This is an optimization exercise on Yosys and OpenROAD, whose aim is small area and a short achievable clock period, not a production implementation.
RTL that was checked went through simulation tests only; none was proved equivalent to the original.

purple:
==> flow/design.v <==
`timescale 1ns/1ps
module packet_router #(
  parameter integer PATH_COUNT = 4,
  parameter integer DATA_WIDTH = 64
)(
  input   wire                                  iClk,
  input   wire                                  iRst,
  input   wire                                  iPktValid,
  input   wire  [DATA_WIDTH-1:0]                iPktData,
  output  wire  [DATA_WIDTH-1:0]                oData,
  output  wire  [PATH_COUNT-1:0]                oDataVld,
  input   wire  [PATH_COUNT-1:0] [31:0]         iRegMatchCriteria
);
reg  [3:0]            occ [0:3];  
reg  [1:0]            wp  [0:3];  
reg  [1:0]            rp  [0:3];  
reg  [DATA_WIDTH-1:0] mem [0:15];  
reg  [3:0]            sel;
reg  [DATA_WIDTH-1:0] dataOut;
reg  [3:0]            dataOutVld;
wire [3:0] wr;
genvar q, k;
generate
  for (q = 0; q < 4; q = q + 1) begin : g_wr
    assign wr[q] = iPktValid & (iRegMatchCriteria[q][31:28] == iPktData[DATA_WIDTH-1:DATA_WIDTH-4]);
  end
endgenerate
wire [3:0] ne = {occ[3][0], occ[2][0], occ[1][0], occ[0][0]};
wire [3:0] rd = sel & ne;
wire [15:0] rsel;
generate
  for (q = 0; q < 4; q = q + 1) begin : g_rsel
    for (k = 0; k < 4; k = k + 1) begin : g_k
      assign rsel[4*q+k] = sel[q] & (rp[q] == k);
    end
  end
endgenerate
reg [DATA_WIDTH-1:0] rdata;
integer e;
always @(*) begin
  rdata = {DATA_WIDTH{1'b0}};
  for (e = 0; e < 16; e = e + 1)
    rdata = rdata | ({DATA_WIDTH{rsel[e]}} & mem[e]);
end
wire [3:0] ne_nxt;
generate
  for (q = 0; q < 4; q = q + 1) begin : g_q
    assign ne_nxt[q] = wr[q] | occ[q][1] | (occ[q][0] & ~sel[q]);
    always @(posedge iClk) begin
      if (iRst) begin
        occ[q] <= 4'b0000;
        wp[q]  <= 2'd0;
        rp[q]  <= 2'd0;
      end else begin
        if (wr[q] & ~rd[q])
          occ[q] <= {occ[q][2:0], 1'b1};
        else if (rd[q] & ~wr[q])
          occ[q] <= {1'b0, occ[q][3:1]};
        if (wr[q]) wp[q] <= wp[q] + 2'd1;
        if (rd[q]) rp[q] <= rp[q] + 2'd1;
      end
    end
    wire wfree = ~occ[q][3] | wr[q];
    for (k = 0; k < 4; k = k + 1) begin : g_slot
      always @(posedge iClk) begin
        if (wp[q] == k && wfree)
          mem[4*q+k] <= iPktData;
      end
    end
  end
endgenerate
wire [3:0] n = ne_nxt;
reg  [3:0] sel_nxt;
integer p, j;
always @(*) begin
  for (j = 0; j < 4; j = j + 1) begin
    sel_nxt[j] = 1'b0;
    for (p = 0; p < 4; p = p + 1) begin
      case ((j - p) & 3)
        1: sel_nxt[j] = sel_nxt[j] | (sel[p] & (n[j] | ~(n[(p+2)&3] | n[(p+3)&3] | n[p])));
        2: sel_nxt[j] = sel_nxt[j] | (sel[p] & n[j] & ~n[(p+1)&3]);
        3: sel_nxt[j] = sel_nxt[j] | (sel[p] & n[j] & ~n[(p+1)&3] & ~n[(p+2)&3]);
        default: sel_nxt[j] = sel_nxt[j] | (sel[p] & n[j] & ~n[(p+1)&3] & ~n[(p+2)&3] & ~n[(p+3)&3]);
      endcase
    end
  end
end
always @(posedge iClk) begin
  if (iRst) begin
    sel        <= 4'b0010;
    dataOutVld <= 4'd0;
  end else begin
    sel        <= sel_nxt;
    dataOutVld <= rd;
  end
  dataOut <= rdata;
end
assign oData    = dataOut;
assign oDataVld = dataOutVld;
endmodule
==> flow/config.mk <==
export PLATFORM = sky130hd
export DESIGN_NAME = packet_router
export DESIGN_NICKNAME = packet_router
export VERILOG_FILES = /design/flow/design.v
export SDC_FILE = /design/flow/constraint.sdc
export NUM_CORES = 4
export LEC_CHECK = 0
export CAP_MARGIN = 20
export CORE_MARGIN = 2
export CORE_UTILIZATION = 60
export CTS_CLUSTER_DIAMETER = 80
export CTS_CLUSTER_SIZE = 25
export SETUP_SLACK_MARGIN = 3.0
export SLEW_MARGIN = 20
export TNS_END_PERCENT = 25
==> flow/constraint.sdc <==
create_clock -name core_clock -period 5.0 [get_ports {iClk}]
set_input_delay 1.0000 -clock core_clock [delete_from_list [all_inputs] [get_ports {iClk}]]
set_output_delay 1.0000 -clock core_clock [all_outputs]
set_load 0.01 [all_outputs]
standard.sh (not shown) runs the stock make flow with config.mk's settings and CLKGATE_MAP_FILE= SYNTH_SCRIPT=/design/flow/synth_recipe.tcl, a recipe that flattens the netlist after the stock synthesis.
==> flow/flow/run.sh <==
#!/bin/bash
# Layout flow: the standard ORFS flow (standard.sh, unchanged synthesis,
# floorplan, placement, CTS and routing), with the smallest buffer given to
# buffer_ports for the port buffers; timing repair still resizes them.
cp standard.sh standard_sh.log
export BUFFER_PORTS_ARGS="-buffer_cell sky130_fd_sc_hd__buf_1"
bash standard.sh > standard.log 2>&1
purple completed every stage of the flow, and the final layout passed the timing, design-rule and antenna checks.
Edits applied to the flow inputs when going from purple to orange:
diff --git a/flow/design.v b/flow/design.v
--- a/flow/design.v
+++ b/flow/design.v
@@ -44,7 +44,11 @@
 end
 wire [3:0] ne_nxt;
+wire [3:0] occ_nxt [0:3];
+reg  [3:0] wfree;
 generate
   for (q = 0; q < 4; q = q + 1) begin : g_q
     assign ne_nxt[q] = wr[q] | occ[q][1] | (occ[q][0] & ~sel[q]);
+    assign occ_nxt[q] = (wr[q] & ~rd[q]) ? {occ[q][2:0], 1'b1} :
+                        (rd[q] & ~wr[q]) ? {1'b0, occ[q][3:1]} : occ[q];
     always @(posedge iClk) begin
       if (iRst) begin
@@ -53,16 +57,12 @@
         rp[q]  <= 2'd0;
       end else begin
-        if (wr[q] & ~rd[q])
-          occ[q] <= {occ[q][2:0], 1'b1};
-        else if (rd[q] & ~wr[q])
-          occ[q] <= {1'b0, occ[q][3:1]};
+        occ[q] <= occ_nxt[q];
         if (wr[q]) wp[q] <= wp[q] + 2'd1;
         if (rd[q]) rp[q] <= rp[q] + 2'd1;
       end
     end
-    wire wfree = ~occ[q][3] | wr[q];
     for (k = 0; k < 4; k = k + 1) begin : g_slot
       always @(posedge iClk) begin
-        if (wp[q] == k && wfree)
+        if (wp[q] == k && wfree[q])
           mem[4*q+k] <= iPktData;
       end
@@ -89,7 +89,9 @@
   if (iRst) begin
     sel        <= 4'b0010;
+    wfree      <= 4'b1111;
     dataOutVld <= 4'd0;
   end else begin
     sel        <= sel_nxt;
+    wfree      <= ~{occ_nxt[3][3], occ_nxt[2][3], occ_nxt[1][3], occ_nxt[0][3]} | sel_nxt;
     dataOutVld <= rd;
   end
--- outcome ---
In orange the cell area reported after detailed placement turned out about 0.3% higher than in purple.
purple has a lower post-detailed-route via-to-cell ratio than orange.
Compared to purple, orange reaches a lower achievable clock.
purple → orange: length of routed wiring on met1 went up, number of well-tap cells placed grew by 1.0%, non-clock buffer count fell by 154.
No functional check of the RTL was part of any run of this note.

== job 8467 ==
RTL: one of the versions met above, not the one the previous note started from.
Size in the first run: ~2200 cells after synthesis, about 1100 flip-flops, about 260 I/O pins.
==> module packet_router, before the edit <==
module packet_router #(
  parameter integer PATH_COUNT = 4,
  parameter integer DATA_WIDTH = 64
)(
  input   wire                                  iClk,
  input   wire                                  iRst,
  input   wire                                  iPktValid,
  input   wire  [DATA_WIDTH-1:0]                iPktData,
  output  wire  [DATA_WIDTH-1:0]                oData,
  output  wire  [PATH_COUNT-1:0]                oDataVld,
  input   wire  [PATH_COUNT-1:0] [31:0]         iRegMatchCriteria
);
reg  [3:0]            occ [0:3];  
reg  [1:0]            wp  [0:3];  
reg  [1:0]            rp  [0:3];  
reg  [DATA_WIDTH-1:0] mem [0:15];  
reg  [3:0]            sel;
reg  [DATA_WIDTH-1:0] dataOut;
reg  [3:0]            dataOutVld;
wire [3:0] wr;
genvar q, k;
generate
  for (q = 0; q < 4; q = q + 1) begin : g_wr
    assign wr[q] = iPktValid & (iRegMatchCriteria[q][31:28] == iPktData[DATA_WIDTH-1:DATA_WIDTH-4]);
  end
endgenerate
wire [3:0] ne = {occ[3][0], occ[2][0], occ[1][0], occ[0][0]};
wire [3:0] rd = sel & ne;
wire [15:0] rsel;
generate
  for (q = 0; q < 4; q = q + 1) begin : g_rsel
    for (k = 0; k < 4; k = k + 1) begin : g_k
      assign rsel[4*q+k] = sel[q] & (rp[q] == k);
    end
  end
endgenerate
reg [DATA_WIDTH-1:0] rdata;
integer e;
always @(*) begin
  rdata = {DATA_WIDTH{1'b0}};
  for (e = 0; e < 16; e = e + 1)
    rdata = rdata | ({DATA_WIDTH{rsel[e]}} & mem[e]);
end
wire [3:0] ne_nxt;
wire [3:0] occ_nxt [0:3];
reg  [3:0] wfree;
generate
  for (q = 0; q < 4; q = q + 1) begin : g_q
    assign ne_nxt[q] = wr[q] | occ[q][1] | (occ[q][0] & ~sel[q]);
    assign occ_nxt[q] = (wr[q] & ~rd[q]) ? {occ[q][2:0], 1'b1} :
                        (rd[q] & ~wr[q]) ? {1'b0, occ[q][3:1]} : occ[q];
    always @(posedge iClk) begin
      if (iRst) begin
        occ[q] <= 4'b0000;
        wp[q]  <= 2'd0;
        rp[q]  <= 2'd0;
      end else begin
        occ[q] <= occ_nxt[q];
        if (wr[q]) wp[q] <= wp[q] + 2'd1;
        if (rd[q]) rp[q] <= rp[q] + 2'd1;
      end
    end
    for (k = 0; k < 4; k = k + 1) begin : g_slot
      always @(posedge iClk) begin
        if (wp[q] == k && wfree[q])
          mem[4*q+k] <= iPktData;
      end
    end
  end
endgenerate
wire [3:0] n = ne_nxt;
reg  [3:0] sel_nxt;
integer p, j;
always @(*) begin
  for (j = 0; j < 4; j = j + 1) begin
    sel_nxt[j] = 1'b0;
    for (p = 0; p < 4; p = p + 1) begin
      case ((j - p) & 3)
        1: sel_nxt[j] = sel_nxt[j] | (sel[p] & (n[j] | ~(n[(p+2)&3] | n[(p+3)&3] | n[p])));
        2: sel_nxt[j] = sel_nxt[j] | (sel[p] & n[j] & ~n[(p+1)&3]);
        3: sel_nxt[j] = sel_nxt[j] | (sel[p] & n[j] & ~n[(p+1)&3] & ~n[(p+2)&3]);
        default: sel_nxt[j] = sel_nxt[j] | (sel[p] & n[j] & ~n[(p+1)&3] & ~n[(p+2)&3] & ~n[(p+3)&3]);
      endcase
    end
  end
end
always @(posedge iClk) begin
  if (iRst) begin
    sel        <= 4'b0010;
    wfree      <= 4'b1111;
    dataOutVld <= 4'd0;
  end else begin
    sel        <= sel_nxt;
    wfree      <= ~{occ_nxt[3][3], occ_nxt[2][3], occ_nxt[1][3], occ_nxt[0][3]} | sel_nxt;
    dataOutVld <= rd;
  end
  dataOut <= rdata;
end
assign oData    = dataOut;
assign oDataVld = dataOutVld;
endmodule
clock: 5.0 ns
lec_check: 0
cap_margin: 20
core_margin: 2
core_utilization: 60
cts_cluster_diameter: 80
cts_cluster_size: 25
setup_slack_margin: 3.0
slew_margin: 20
tns_end_percent: 25
run.sh (not shown) runs the stock make flow with config.mk's settings and CLKGATE_MAP_FILE= SYNTH_SCRIPT=/design/flow/synth_recipe.tcl, a recipe that flattens the netlist after the stock synthesis.
Stock flow here: none of the scripts above is used.
Input changes introduced in job 3902 (baseline for comparison: job 8467):
diff --git a/flow/design.v b/flow/design.v
--- a/flow/design.v
+++ b/flow/design.v
@@ -13,6 +13,6 @@
 );
 reg  [3:0]            occ [0:3];  
-reg  [1:0]            wp  [0:3];  
-reg  [1:0]            rp  [0:3];  
+reg  [3:0]            wp  [0:3];  
+reg  [3:0]            rp  [0:3];  
 reg  [DATA_WIDTH-1:0] mem [0:15];  
 reg  [3:0]            sel;
@@ -28,41 +28,39 @@
 wire [3:0] ne = {occ[3][0], occ[2][0], occ[1][0], occ[0][0]};
 wire [3:0] rd = sel & ne;
-wire [15:0] rsel;
+wire [DATA_WIDTH-1:0] head [0:3];
 generate
-  for (q = 0; q < 4; q = q + 1) begin : g_rsel
-    for (k = 0; k < 4; k = k + 1) begin : g_k
-      assign rsel[4*q+k] = sel[q] & (rp[q] == k);
-    end
+  for (q = 0; q < 4; q = q + 1) begin : g_head
+    assign head[q] = ({DATA_WIDTH{rp[q][0]}} & mem[4*q+0])
+                   | ({DATA_WIDTH{rp[q][1]}} & mem[4*q+1])
+                   | ({DATA_WIDTH{rp[q][2]}} & mem[4*q+2])
+                   | ({DATA_WIDTH{rp[q][3]}} & mem[4*q+3]);
   end
 endgenerate
-reg [DATA_WIDTH-1:0] rdata;
-integer e;
-always @(*) begin
-  rdata = {DATA_WIDTH{1'b0}};
-  for (e = 0; e < 16; e = e + 1)
-    rdata = rdata | ({DATA_WIDTH{rsel[e]}} & mem[e]);
-end
+wire [DATA_WIDTH-1:0] rdata = ({DATA_WIDTH{sel[0]}} & head[0])
+                            | ({DATA_WIDTH{sel[1]}} & head[1])
+                            | ({DATA_WIDTH{sel[2]}} & head[2])
+                            | ({DATA_WIDTH{sel[3]}} & head[3]);
 wire [3:0] ne_nxt;
-wire [3:0] occ_nxt [0:3];
-reg  [3:0] wfree;
 generate
   for (q = 0; q < 4; q = q + 1) begin : g_q
     assign ne_nxt[q] = wr[q] | occ[q][1] | (occ[q][0] & ~sel[q]);
-    assign occ_nxt[q] = (wr[q] & ~rd[q]) ? {occ[q][2:0], 1'b1} :
-                        (rd[q] & ~wr[q]) ? {1'b0, occ[q][3:1]} : occ[q];
     always @(posedge iClk) begin
       if (iRst) begin
         occ[q] <= 4'b0000;
-        wp[q]  <= 2'd0;
-        rp[q]  <= 2'd0;
+        wp[q]  <= 4'b0001;
+        rp[q]  <= 4'b0001;
       end else begin
-        occ[q] <= occ_nxt[q];
-        if (wr[q]) wp[q] <= wp[q] + 2'd1;
-        if (rd[q]) rp[q] <= rp[q] + 2'd1;
+        if (wr[q] & ~rd[q])
+          occ[q] <= {occ[q][2:0], 1'b1};
+        else if (rd[q] & ~wr[q])
+          occ[q] <= {1'b0, occ[q][3:1]};
+        if (wr[q]) wp[q] <= {wp[q][2:0], wp[q][3]};
+        if (rd[q]) rp[q] <= {rp[q][2:0], rp[q][3]};
       end
     end
+    wire wfree = ~occ[q][3] | sel[q];
     for (k = 0; k < 4; k = k + 1) begin : g_slot
       always @(posedge iClk) begin
-        if (wp[q] == k && wfree[q])
+        if (wp[q][k] && wfree)
           mem[4*q+k] <= iPktData;
       end
@@ -89,9 +87,7 @@
   if (iRst) begin
     sel        <= 4'b0010;
-    wfree      <= 4'b1111;
     dataOutVld <= 4'd0;
   end else begin
     sel        <= sel_nxt;
-    wfree      <= ~{occ_nxt[3][3], occ_nxt[2][3], occ_nxt[1][3], occ_nxt[0][3]} | sel_nxt;
     dataOutVld <= rd;
   end
==> comparison <==
- Delta (job 3902 minus job 8467): width of the die shows an increase of 0.89%; global-route usage shows a reduction of 0.53 points; worst-case hold slack shows an increase of 52 ps; design area shows a reduction of 1.0%.
- Taking job 8467 over job 3902, the buffer count excluding the clock tree in the final layout ratio works out to 1.4.
For job 8467, only the layout was checked, not whether the RTL still works.

[what the ideal ports hide]
In the flow no input, the clock included, has a driving cell. The finished layouts below were timed again as built, in two steps.
Step 1 sets driving cells, clkbuf_16 on the clock port and buf_2 on the other inputs (assumed; they add their load-dependent delay and slew).
Step 2 adds t to the input delays and takes it off the output delays; t is the mean of the earliest and latest rising clock arrival at the registers after step 1. Input paths then give back, and output paths get back, about the clock's delay inside the block.
Three values: no drivers, after step 1, after step 2; two values: the first two.
run | t, ns | setup slack, ns | hold slack, ns
purple | 0.712 | 2.718 / 2.715 / 2.018 | 0.483 / 0.483 / 0.483
orange | 0.716 | 2.699 / 2.668 / 2.144 | 0.480 / 0.480 / 0.480
job 8467 | 0.710 | 2.773 / 2.705 / 2.106 | 0.488 / 0.488 / 0.488
job 3902 | 0.708 | 2.821 / 2.782 / 2.272 | 0.540 / 0.540 / 0.540
After both steps setup and hold are still met in every run listed. For purple, which loses most, drivers alone change the setup slack by -0.003 ns; drivers and shift together by -0.700 ns.
